From an optimization exercise on the open Yosys and OpenROAD flow, aimed at small area, a short achievable clock period and few clock cycles; shortcuts taken in it are not production practice.
In this exercise RTL edits were held to simulation tests only and were not proved equivalent to the original.
Power is estimated from default activity; no workload was simulated.

== build 35 ==
Design xtea, start of the top module:
module xtea(
            input wire               clk,
            input wire               reset_n,
            input wire               cs,
            input wire               we,
            input wire      [7 : 0]  address,
            input wire      [31 : 0] write_data,
            output wire     [31 : 0] read_data
           );
  localparam ADDR_CTRL    = 8'h08;
  localparam ADDR_CONFIG  = 8'h0a;
  localparam ADDR_ROUNDS  = 8'h0c;
  localparam ADDR_KEY0    = 8'h10;
  localparam ADDR_BLOCK0  = 8'h20;
  localparam CORE_NAME0   = 32'h78746561;  
  localparam CORE_NAME1   = 32'h2d313238;  
  localparam CORE_VERSION = 32'h302e3630;  
  logic [31 : 0] key_reg [0 : 3];
  logic [31 : 0] block_reg [0 : 1];
  logic          encdec_reg;
  logic          wr;
  logic          start;
  logic          mode_we;
  logic          busy;
  logic          ready;
  logic          swap;
  logic          rd_b;
  logic [63 : 0] result;
  logic [31 : 0] const_data;
  assign wr      = cs && we && !busy;
  assign start   = wr && (address == ADDR_CTRL) && write_data[1];
  assign mode_we = wr && ((address == ADDR_CONFIG) || (address == ADDR_ROUNDS));
  xtea_core core(
                 .clk(clk),
                 .reset_n(reset_n),
                 .encdec(encdec_reg),
                 .start(start),
                 .mode_we(mode_we),
                 .mode_new(write_data[0]),
                 .busy(busy),
                 .ready(ready),
                 .key({key_reg[0], key_reg[1], key_reg[2], key_reg[3]}),
                 .block({block_reg[0], block_reg[1]}),
                 .swap(swap),
  ...
Settings: LEC_CHECK=0, CAP_MARGIN=20, CORE_MARGIN=2, CORE_UTILIZATION=40, SETUP_SLACK_MARGIN=2.5, SLEW_MARGIN=20, BUFFER_PORTS_ARGS=-buffer_cell sky130_fd_sc_hd__buf_4; clock period 7.5 ns.
standard.sh (not shown) runs the stock make flow with config.mk's settings and CLKGATE_MAP_FILE= SYNTH_SCRIPT=/design/flow/synth_recipe.tcl, a recipe that flattens the netlist after the stock synthesis.
==> flow/flow/run.sh <==
#!/bin/bash
# Standard layout, but the port buffers inserted during placement use
# buf_4 cells (the default choice is a slow delay buffer).
set -euo pipefail
cat >> config.mk <<'EOC'
export BUFFER_PORTS_ARGS = -buffer_cell sky130_fd_sc_hd__buf_4
EOC
bash standard.sh > standard.log 2>&1
Build 35 finished end to end and its layout was clean on timing, DRC and antenna.
Testbench counts of build 35, summed over its fixed seeds: cycles 35,648.
Input changes introduced in build 16 (baseline for comparison: build 35):
==> flow/flow/run.sh <==
#!/bin/bash
# Standard layout, but the port buffers inserted during placement use
# buf_1 cells (the default choice is a slow delay buffer).
set -euo pipefail
cat >> config.mk <<'EOC'
export BUFFER_PORTS_ARGS = -buffer_cell sky130_fd_sc_hd__buf_1
EOC
bash standard.sh > standard.log 2>&1
diff --git a/flow/config.mk b/flow/config.mk
--- a/flow/config.mk
+++ b/flow/config.mk
@@ -9,5 +9,8 @@
 export CORE_MARGIN = 2
-export CORE_UTILIZATION = 40
-export SETUP_SLACK_MARGIN = 2.5
+export CORE_UTILIZATION = 65
+export CTS_BUF_LIST = sky130_fd_sc_hd__clkbuf_8
+export CTS_CLUSTER_DIAMETER = 40
+export CTS_CLUSTER_SIZE = 20
+export SETUP_SLACK_MARGIN = 2.2
 export SLEW_MARGIN = 20
-export BUFFER_PORTS_ARGS = -buffer_cell sky130_fd_sc_hd__buf_4
+export BUFFER_PORTS_ARGS = -buffer_cell sky130_fd_sc_hd__buf_1
==> summary.txt <==
Measured against each other, build 35 and build 16 differ in number of well taps, the higher figure coming from build 35.
As of build 16, count of clock-buffer cells in the layout had fallen by more than 10% compared to build 35.
For the worst reg2reg path depth, build 16 came in 5.0% higher than build 35 did.
Relative to build 35, non-clock buffer count decreased by 12% in build 16.
Half-perimeter wire length after placement: build 35 and build 16 compared, lower one is build 16
Relative to build 16, the following input files were edited for build 8:
==> flow/flow/run.sh <==
#!/bin/bash
# Standard layout, but the port buffers inserted during placement use
# buf_4 cells (the default choice is a slow delay buffer).
set -euo pipefail
cat >> config.mk <<'EOC'
export BUFFER_PORTS_ARGS = -buffer_cell sky130_fd_sc_hd__buf_4
EOC
bash standard.sh > standard.log 2>&1
==> flow/config.mk <==
export PLATFORM = sky130hd
export DESIGN_NAME = xtea
export DESIGN_NICKNAME = xtea
export VERILOG_FILES = /design/flow/design.v
export SDC_FILE = /design/flow/constraint.sdc
export NUM_CORES = 4
export LEC_CHECK = 0
export ABC_AREA = 1
export CAP_MARGIN = 20
export CORE_MARGIN = 2
export CORE_UTILIZATION = 40
export SETUP_SLACK_MARGIN = 2.5
export SLEW_MARGIN = 20
export BUFFER_PORTS_ARGS = -buffer_cell sky130_fd_sc_hd__buf_4
### Flow results
Re count of input and output buffers: no difference whatsoever between build 8 and build 16. Compare build 8 and build 16 | total number of placement rows higher: build 8. Portion of the post-synthesis area used by sequential elements, build 8 and build 16: smaller value in build 8. Post-synthesis instance area (build 8 vs. build 16) increases by a few percent. From build 16 to build 8 the numbers moved as follows: sequential share of layout area has decreased, final instance area now sits higher.
Inputs modified between build 8 and build 21:
==> flow/run.sh (new file) <==
#!/bin/bash
# synth_recipe.tcl (not shown) runs the flow's synth.tcl, then flattens the netlist and writes it again
# the make line also repeats each setting of config.mk as NAME=value (left out here)
make -C /OpenROAD-flow-scripts/flow DESIGN_CONFIG=/design/flow/config.mk WORK_HOME=/design/flow/orfs CLKGATE_MAP_FILE= SYNTH_SCRIPT=/design/flow/synth_recipe.tcl finish
diff --git a/flow/config.mk b/flow/config.mk
--- a/flow/config.mk
+++ b/flow/config.mk
@@ -7,3 +7,2 @@
 export LEC_CHECK = 0
-export ABC_AREA = 1
 export CAP_MARGIN = 20
@@ -13,2 +12 @@
 export SLEW_MARGIN = 20
-export BUFFER_PORTS_ARGS = -buffer_cell sky130_fd_sc_hd__buf_4
removed: flow/flow/run.sh
removed: flow/standard.sh
Findings:
Build 21 against build 8: XOR/XNOR share of the synthesized area went up 2.2 points, critical path depth lower.
Build 8 has a higher number of cells produced by synthesis than build 21.
Compared to build 8, the routing of build 21 uses less wire.
The final reports for build 21 and build 8 show tap cell instance count lower in the former.
The higher arrival time reported for the critical path endpoint of build 21 and build 8 is in build 21.
Looking at combinational group share of total power, build 21 sits 6.3 points above build 8.
From build 8 to build 21 the numbers moved as follows: overall via count from detail_route has decreased; post-route met1 wirelength now smaller; depth of the most critical reg-to-reg path has decreased; non-clock buffer count rose by 20.

-- afterwards: timing with drivers on the ports --
The flow's constraints put no driver on any port. The routed layouts listed below were extracted and timed again, unchanged, in two steps. Step 1 (the two cells are an assumption about what drives the block):
set clk [get_ports {clk}]
set_driving_cell -lib_cell sky130_fd_sc_hd__clkbuf_16 $clk
set_driving_cell -lib_cell sky130_fd_sc_hd__buf_2 [delete_from_list [all_inputs] $clk]
Step 2 times the ports against the registers' clock, not the clock port: input delays grow and output delays shrink by t, the midpoint of the rising clock arrivals with the driver on. a / b / c = ideal ports / drivers / drivers and shift; a / b = the first two.
| run | shift t [ns] | setup WS [ns] | worst register clock-pin slew, ns | worst slew at a driven data input, ns | cell pins on the clock port's net |
|---|---|---|---|---|---|
| build 35 | 0.571 | 2.645 / 2.645 / 2.645 | 0.07 / 0.07 | 0.05 | 1 |
| build 16 | 0.599 | 2.496 / 2.496 / 2.496 | 0.09 / 0.09 | 0.06 | 1 |
| build 8 | 0.603 | 2.754 / 2.724 / 2.724 | 0.07 / 0.07 | 0.06 | 1 |
| build 21 | 0.576 | 2.502 / 2.471 / 2.333 | 0.07 / 0.07 | 0.06 | 1 |
After both steps every run listed still meets setup and hold. For build 21, which loses most, drivers alone change the setup slack by -0.031 ns; drivers and shift together by -0.169 ns.
